This design comes from an exercise in tuning for small area on the open sky130 flow, not from production work. RTL that was checked went through simulation tests only; none was proved equivalent to the original. Power and IR drop assume default switching activity.

## run a
==> module fifo_tx, before the edit <==
module fifo_tx (
    input  wire       clk_fifo_tx,
    input  wire       rst,
    input  wire [7:0] data_in,
    input  wire       wr_en,
    input  wire       start_tx,
    input  wire       next_frame,
    output wire [7:0] data_out,
    output reg        fifo_tx_status
);
    reg [7:0] mem [0:16];
    reg [4:0] count;
    wire push = wr_en && !count[4];
    wire load = next_frame || (start_tx && !fifo_tx_status);
    wire nz   = |count;
    wire pop  = load && nz;
    integer i;
    always @(posedge clk_fifo_tx) begin
        if (push) begin
            mem[0] <= data_in;
            for (i = 1; i < 17; i = i + 1)
                mem[i] <= mem[i-1];
        end
    end
    wire [7:0] m0 = count[4] ? mem[16] : mem[0];
    reg  [7:0] l1 [0:3];
    always @(*) begin
        case (count[1:0])
            2'd0: l1[0] = m0;
            2'd1: l1[0] = mem[1];
            2'd2: l1[0] = mem[2];
            default: l1[0] = mem[3];
        endcase
        for (i = 1; i < 4; i = i + 1)
            case (count[1:0])
                2'd0: l1[i] = mem[4*i];
                2'd1: l1[i] = mem[4*i+1];
                2'd2: l1[i] = mem[4*i+2];
                default: l1[i] = mem[4*i+3];
            endcase
    end
    assign data_out = l1[count[3:2]];
    always @(posedge clk_fifo_tx) begin
        if (rst) begin
            count <= 0;
            fifo_tx_status <= 1'b0;
        end else begin
            if (load)
                fifo_tx_status <= nz;
            count <= count + push - pop;
        end
    end
endmodule
Settings: LEC_CHECK=0, CAP_MARGIN=20, CORE_MARGIN=2, CORE_UTILIZATION=60, CTS_BUF_LIST=sky130_fd_sc_hd__clkbuf_8, CTS_CLUSTER_SIZE=30, SLEW_MARGIN=20; clock period 10.0 ns.
run.sh (not shown) runs the stock make flow with config.mk's settings and CLKGATE_MAP_FILE= SYNTH_SCRIPT=/design/flow/synth_recipe.tcl, a recipe that flattens the netlist after the stock synthesis.
--- input diff run a..run b ---
diff --git a/flow/design.v b/flow/design.v
--- a/flow/design.v
+++ b/flow/design.v
@@ -7,8 +7,8 @@
     input  wire       start_tx,
     input  wire       next_frame,
-    output wire [7:0] data_out,
+    output reg  [7:0] data_out,
     output reg        fifo_tx_status
 );
-    reg [7:0] mem [0:16];
+    reg [7:0] mem [0:15];
     reg [4:0] count;
     wire push = wr_en && !count[4];
@@ -16,30 +16,21 @@
     wire nz   = |count;
     wire pop  = load && nz;
+    wire [7:0] rmem [0:15];
+    genvar g;
+    generate
+        for (g = 0; g < 16; g = g + 1) begin : rm
+            assign rmem[g] = mem[(g + 15) % 16];
+        end
+    endgenerate
     integer i;
     always @(posedge clk_fifo_tx) begin
         if (push) begin
             mem[0] <= data_in;
-            for (i = 1; i < 17; i = i + 1)
+            for (i = 1; i < 16; i = i + 1)
                 mem[i] <= mem[i-1];
         end
+        if (pop)
+            data_out <= rmem[count[3:0]];
     end
-    wire [7:0] m0 = count[4] ? mem[16] : mem[0];
-    reg  [7:0] l1 [0:3];
-    always @(*) begin
-        case (count[1:0])
-            2'd0: l1[0] = m0;
-            2'd1: l1[0] = mem[1];
-            2'd2: l1[0] = mem[2];
-            default: l1[0] = mem[3];
-        endcase
-        for (i = 1; i < 4; i = i + 1)
-            case (count[1:0])
-                2'd0: l1[i] = mem[4*i];
-                2'd1: l1[i] = mem[4*i+1];
-                2'd2: l1[i] = mem[4*i+2];
-                default: l1[i] = mem[4*i+3];
-            endcase
-    end
-    assign data_out = l1[count[3:2]];
     always @(posedge clk_fifo_tx) begin
         if (rst) begin
Findings:
Compare run b and run a | aggregate global-route resource usage lower: run a. The start point of the critical path comes out wr_en in one run and start_tx in the other, namely in run a and run b respectively. Higher number of nets at the end of the flow was reported by run a, not run b. When the final numbers for run b and run a were put side by side, the total placed cells including tap cells turned out to be smaller in run b. Number of iterations in the first detailed-routing pass in run b vs run a: down 1. In run b relative to run a, non-clock buffer count had gone up by more than 10%. Of run b and run a, the higher length of routed met2 wiring belongs to run b. Critical path depth, run b and run a: larger value in run b. Compared with run a, in run b synthesis-to-finish area growth rose by 0.56 points; switching component of the power rose by about 5.6%; number of well taps fell by 2.7%; number of global-route vias before repair rose by 268; smallest hold slack fell by 0.018 ns.
Function not checked in run a: the RTL went through the layout flow alone.

[afterwards: timing with drivers on the ports]
The results above use ideal ports. As a check the final layouts listed here were re-extracted and re-timed, cells and wires unchanged.
Step 1 assumes that a clkbuf_16 drives the clock port and a buf_2 every other input.
Step 2 moves the port delays by t, midway between the first and last clock arrival at a register: inputs arrive t later, outputs are due t later. That takes back most of the time a late clock gives input paths.
a / b / c = ideal ports / drivers / drivers and shift; a / b = the first two.
| run | shift t [ns] | setup slack, ns | worst hold slack (ns) | worst setup path after step 2 | cell pins on the clock port's net |
|---|---|---|---|---|---|
| run a | 0.495 | 5.760 / 5.770 / 5.275 | 0.439 / 0.439 / 0.439 | input to register | 1 |
| run b | 0.481 | 5.524 / 5.532 / 5.051 | 0.421 / 0.421 / 0.421 | input to register | 1 |
After both steps every run listed still meets setup and hold. For run a, which loses most, drivers alone change the setup slack by +0.010 ns; drivers and shift together by -0.485 ns.
